Context: an optimization exercise on an open-source flow, tuned for small area and a short achievable clock period. The choices shown serve that exercise and are no tape-out recipe. RTL that was checked went through simulation tests only; none was proved equivalent to the original. Power and IR drop assume default switching activity.

==> tundra <==
## MY_CPU
module MY_CPU (clk, nRESET, instr, pc, cc, dbg_addr, dbg_data);
==> module MY_CPU, before the edit <==
module MY_CPU (clk, nRESET, instr, pc, cc, dbg_addr, dbg_data);
	input clk;
	input nRESET;
	input [15:0] instr;
	output [15:0] pc;
	output [3:0] cc;
	input [2:0] dbg_addr;
	output [15:0] dbg_data;
	reg [14:0] pc_q;   
	reg [3:0] cc;
	assign pc = {pc_q, 1'b0};
	wire [15:0] pc_c;
	assign pc_c[0] = 1'b1;
	genvar t;
	generate for (t = 0; t < 15; t = t + 1) begin : g_pc
		assign pc_c[t + 1] = pc_c[t] & pc_q[t];
	end endgenerate
	always @(posedge clk or negedge nRESET)
		if (!nRESET) pc_q <= 15'b0;
		else pc_q <= pc_q ^ pc_c[14:0];
	wire [2:0] op = instr[14:12];
	wire i = instr[11];
	wire [2:0] rD = instr[10:8];
	wire [2:0] rA = instr[7:5];
	wire [2:0] rB = instr[4:2];
	wire [15:0] imm = {{11{instr[4]}}, instr[4:0]};
	wire valid = ~(op == 3'd7 & i);   
	reg [15:0] rf [0:7];
	reg [7:0] v;
	wire [15:0] res;
	wire [7:0] we;
	genvar k;
	generate for (k = 0; k < 8; k = k + 1) begin : g_rf
		assign we[k] = valid & (rD == k);
		always @(posedge clk)
			if (we[k]) rf[k] <= res;
	end endgenerate
	always @(posedge clk or negedge nRESET)
		if (!nRESET) v <= 8'b0;
		else v <= v | we;
	function [7:0] sel;
		input [2:0] a;
		input [7:0] vv;
		integer j;
		for (j = 0; j < 8; j = j + 1)
			sel[j] = (a == j) & vv[j];
	endfunction
	function [15:0] rd;
		input [7:0] s;
		input [127:0] d;
		integer j;
		begin
			rd = 16'b0;
			for (j = 0; j < 8; j = j + 1)
				rd = rd | ({16{s[j]}} & d[16*j +: 16]);
		end
	endfunction
	wire [127:0] rflat = {rf[7], rf[6], rf[5], rf[4], rf[3], rf[2], rf[1], rf[0]};
	wire [15:0] A = rd(sel(rA, v), rflat);
	wire [15:0] rb = rd(sel(rB, v & {8{~i}}), rflat);   
	assign dbg_data = rd(sel(dbg_addr, v), rflat);
	wire [15:0] B = rb | (imm & {16{i}});
	wire sub = (op == 3'd2);
	wire [15:0] Bx = B ^ {16{sub}};
	wire [15:0] g0 = A & Bx;
	wire [15:0] p0 = A ^ Bx;
	reg [15:0] G, P;
	integer lv, b;
	always @(*) begin
		G = g0; P = p0;
		G[0] = g0[0] | (p0[0] & sub);
		for (lv = 0; lv < 4; lv = lv + 1)
			for (b = 0; b < 16; b = b + 1)
				if ((b >> lv) & 1) begin
					G[b] = G[b] | (P[b] & G[((b >> lv) << lv) - 1]);
					P[b] = P[b] & P[((b >> lv) << lv) - 1];
				end
	end
	wire [16:0] cy = {G, sub};
	wire [15:0] sum = p0 ^ cy[15:0];
	wire cout = cy[16];
	wire s_shl = (op == 3'd3);
	wire s_shr = (op == 3'd4);
	reg [15:0] sh, nx;
	integer sl;
	always @(*) begin
		sh = A;
		for (sl = 0; sl < 4; sl = sl + 1) begin
			for (b = 0; b < 16; b = b + 1)
				nx[b] = (B[sl] & s_shl & (b >= (1 << sl)) & sh[(b - (1 << sl)) & 15]) |
					(B[sl] & s_shr & (b + (1 << sl) < 16) & sh[(b + (1 << sl)) & 15]) |
					(~B[sl] & (s_shl | s_shr) & sh[b]);
			sh = nx;
		end
	end
	wire s_mov = (op == 3'd1), s_and = (op == 3'd5), s_or = (op == 3'd6), s_not = (op == 3'd7);
	wire [15:0] lg = ({16{s_mov}} & B) | ({16{s_and | s_or}} & g0) | ({16{s_or}} & p0) | ({16{s_not}} & ~B);
	wire s_add = (op == 3'd0) | (op == 3'd2);
	wire [15:0] r = ({16{s_add}} & sum) | sh | lg;
	assign res = r;
	wire [15:0] zo = {g0[14:0] | p0[14:0], sub};
	wire Z_add = ~|(p0 ^ zo);
	wire [3:0] s = instr[3:0];
	reg [15:0] m;
	integer q;
	always @(*)
		for (q = 0; q < 16; q = q + 1)
			m[q] = s_shl ? (q <= 15 - s) : (q >= s);
	wire Z_sh = ~|(A & m);
	wire Z_lg = ~|lg;
	wire N = r[15];
	wire Z = s_add ? Z_add : (s_shl | s_shr) ? Z_sh : Z_lg;
	wire C = (op == 3'd0) & cout;
	wire V = (op == 3'd3) ? (A[15] ^ sh[15]) :
		(op == 3'd0) ? ((A[15] == B[15]) & (sum[15] ^ A[15])) : 1'b0;
	always @(posedge clk or negedge nRESET)
		if (!nRESET) cc <= 4'b0;
		else if (valid & i) cc <= {N, Z, C, V};
		else cc <= 4'b0;
endmodule
Settings: LEC_CHECK=0, CAP_MARGIN=10, CORE_MARGIN=2, CORE_UTILIZATION=40, SETUP_SLACK_MARGIN=2.5, SLEW_MARGIN=10; clock period 7.0 ns.
standard.sh (not shown) runs the stock make flow with config.mk's settings and CLKGATE_MAP_FILE= SYNTH_SCRIPT=/design/flow/synth_recipe.tcl, a recipe that flattens the netlist after the stock synthesis.
==> flow/flow/run.sh <==
#!/bin/bash
# Layout flow: the standard ORFS flow with these changes:
#  - synthesis maps with flow/abc.script, the pc incrementer with flow/abc_area.script
#    (flow/my_synth.tcl swaps them into ORFS's
#    synthesis; everything else there is the standard synthesis);
#  - no full/half adder extraction in synthesis (ADDER_MAP_FILE empty);
#  - port buffers are sky130_fd_sc_hd__buf_1 instead of the resizer's default pick;
#  - clock tree from clkbuf_4/clkbuf_8 without dummy loads.
# The make output is kept in flow_make.log; ORFS's own logs stay under orfs/logs.
set -euo pipefail
here=$(pwd)
export MY_ABC_SCRIPT=$here/flow/abc.script
export MY_ABC_AREA_SCRIPT=$here/flow/abc_area.script
bash standard.sh ADDER_MAP_FILE= \
  SYNTH_SCRIPT=$here/flow/my_synth.tcl \
  "BUFFER_PORTS_ARGS=-buffer_cell sky130_fd_sc_hd__buf_1" \
  "CTS_ARGS=-sink_clustering_enable -repair_clock_nets -dont_use_dummy_load -buf_list {sky130_fd_sc_hd__clkbuf_4 sky130_fd_sc_hd__clkbuf_8}" \
  finish > flow_make.log 2>&1
==> flow/flow/abc.script <==
strash
&get -n
&st
&dch
&nf -p -D 2000
&put
topo
buffer -c
upsize -c
dnsize -c
==> flow/flow/abc_area.script <==
strash
&get -n
&st
&dch
&nf -p -R 0
&put
topo
==> flow/flow/my_synth.tcl <==
# The standard flow's synth_recipe.tcl (standard ORFS synthesis, no fsm/share, flattened, renamed)
# with one change: ABC maps with flow/abc.script, and the pc incrementer (the logic
# cone of the pc_q flip-flops, which has the whole cycle) is first mapped on its own
# with flow/abc_area.script for area.
proc synth {args} { yosys synth -nofsm -noshare {*}$args }
proc abc {args} {
  set i [lsearch -exact $args -script]
  if { $i >= 0 } {
    set a [lreplace $args [expr {$i + 1}] [expr {$i + 1}] $::env(MY_ABC_AREA_SCRIPT)]
    yosys select -set pcl c:pc_q* %ci1:+\[D\] %ci* t:sky130_fd_sc_hd__* %d
    yosys abc {*}$a @pcl
    set args [lreplace $args [expr {$i + 1}] [expr {$i + 1}] $::env(MY_ABC_SCRIPT)]
  }
  puts "my abc: $args"
  yosys abc {*}$args
}
source $::env(SCRIPTS_DIR)/synth.tcl
# left out here: clear keep_hierarchy, flatten, clean up, hide names made inside functions, write 1_2_yosys.v
==> inputs of sierra, as changes to tundra <==
--- a/flow/design.v
+++ b/flow/design.v
@@ -41,9 +41,17 @@
 	function [7:0] sel;
 		input [2:0] a;
 		input [7:0] vv;
+		reg [3:0] lo;
+		reg [7:0] hv;
 		integer j;
-		for (j = 0; j < 8; j = j + 1)
-			sel[j] = (a == j) & vv[j];
+		begin
+			for (j = 0; j < 4; j = j + 1)
+				lo[j] = (a[1:0] == j);
+			for (j = 0; j < 8; j = j + 1)
+				hv[j] = (a[2] == j[2]) & vv[j];
+			for (j = 0; j < 8; j = j + 1)
+				sel[j] = lo[j % 4] & hv[j];
+		end
 	endfunction
 	function [15:0] rd;
 		input [7:0] s;
@@ -98,8 +106,10 @@
 	wire s_add = (op == 3'd0) | (op == 3'd2);
 	wire [15:0] r = ({16{s_add}} & sum) | sh | lg;
 	assign res = r;
-	wire [15:0] zo = {g0[14:0] | p0[14:0], sub};
-	wire Z_add = ~|(p0 ^ zo);
+	wire [15:0] Bi = imm ^ {16{sub}};
+	wire [15:0] zx = A ^ Bi;
+	wire [15:0] zo = {A[14:0] | Bi[14:0], sub};
+	wire Z_add = ~|(zx ^ zo);
 	wire [3:0] s = instr[3:0];
 	reg [15:0] m;
 	integer q;
--- a/flow/flow/run.sh
+++ b/flow/flow/run.sh
@@ -5,7 +5,8 @@
 #    synthesis; everything else there is the standard synthesis);
 #  - no full/half adder extraction in synthesis (ADDER_MAP_FILE empty);
 #  - port buffers are sky130_fd_sc_hd__buf_1 instead of the resizer's default pick;
-#  - clock tree from clkbuf_4/clkbuf_8 without dummy loads.
+#  - clock tree from clkbuf_4/clkbuf_8 without dummy loads;
+#  - setup repair by unbuffering, sizing, pin swaps and buffering only.
 # The make output is kept in flow_make.log; ORFS's own logs stay under orfs/logs.
 set -euo pipefail
 here=$(pwd)
@@ -15,4 +16,5 @@
   SYNTH_SCRIPT=$here/flow/my_synth.tcl \
   "BUFFER_PORTS_ARGS=-buffer_cell sky130_fd_sc_hd__buf_1" \
   "CTS_ARGS=-sink_clustering_enable -repair_clock_nets -dont_use_dummy_load -buf_list {sky130_fd_sc_hd__clkbuf_4 sky130_fd_sc_hd__clkbuf_8}" \
+  SETUP_MOVE_SEQUENCE=unbuffer,sizeup,swap,buffer \
   finish > flow_make.log 2>&1
==> flow/flow/abc.script (replaced) <==
strash
dch
map -D 2000
topo
buffer -c
upsize -c
dnsize -c
==> summary of the runs <==
- Synthesized cell count: tundra is smaller than sierra (17%).
- Against sierra, the final cell count of tundra is smaller by 11%.
- Between tundra and sierra, the lower sequential share of layout area is in tundra (gap 0.17 points).
- Between sierra and tundra, the lower clock power is in tundra (gap about 4%, measured against tundra).
- tundra produced a clean layout. sierra produced a clean layout.
The RTL of tundra was laid out without a check of its function.

[static timing again, ports no longer ideal]
The flow's constraints put no driver on any port. The routed layouts listed below were extracted and timed again, unchanged, in two steps. Step 1 (the two cells are an assumption about what drives the block):
set clk [get_ports {clk}]
set_driving_cell -lib_cell sky130_fd_sc_hd__clkbuf_16 $clk
set_driving_cell -lib_cell sky130_fd_sc_hd__buf_2 [delete_from_list [all_inputs] $clk]
Step 2 times the ports against the registers' clock, not the clock port: input delays grow and output delays shrink by t, the midpoint of the rising clock arrivals with the driver on. Three values: ideal, step 1, step 2; two values: the first two.
run | t, ns | slack for setup (ns) | worst hold slack (ns) | clock arrival spread, ns
tundra | 0.484 | 2.420 / 2.422 / 1.938 | 0.480 / 0.480 / 0.480 | 0.029 / 0.029
sierra | 0.506 | 2.555 / 2.525 / 2.081 | 0.480 / 0.480 / 0.480 | 0.040 / 0.041
After both steps setup and hold are still met in every run listed. The setup slack of tundra, which loses most, moves by +0.002 ns with the drivers and by -0.482 ns with both steps.
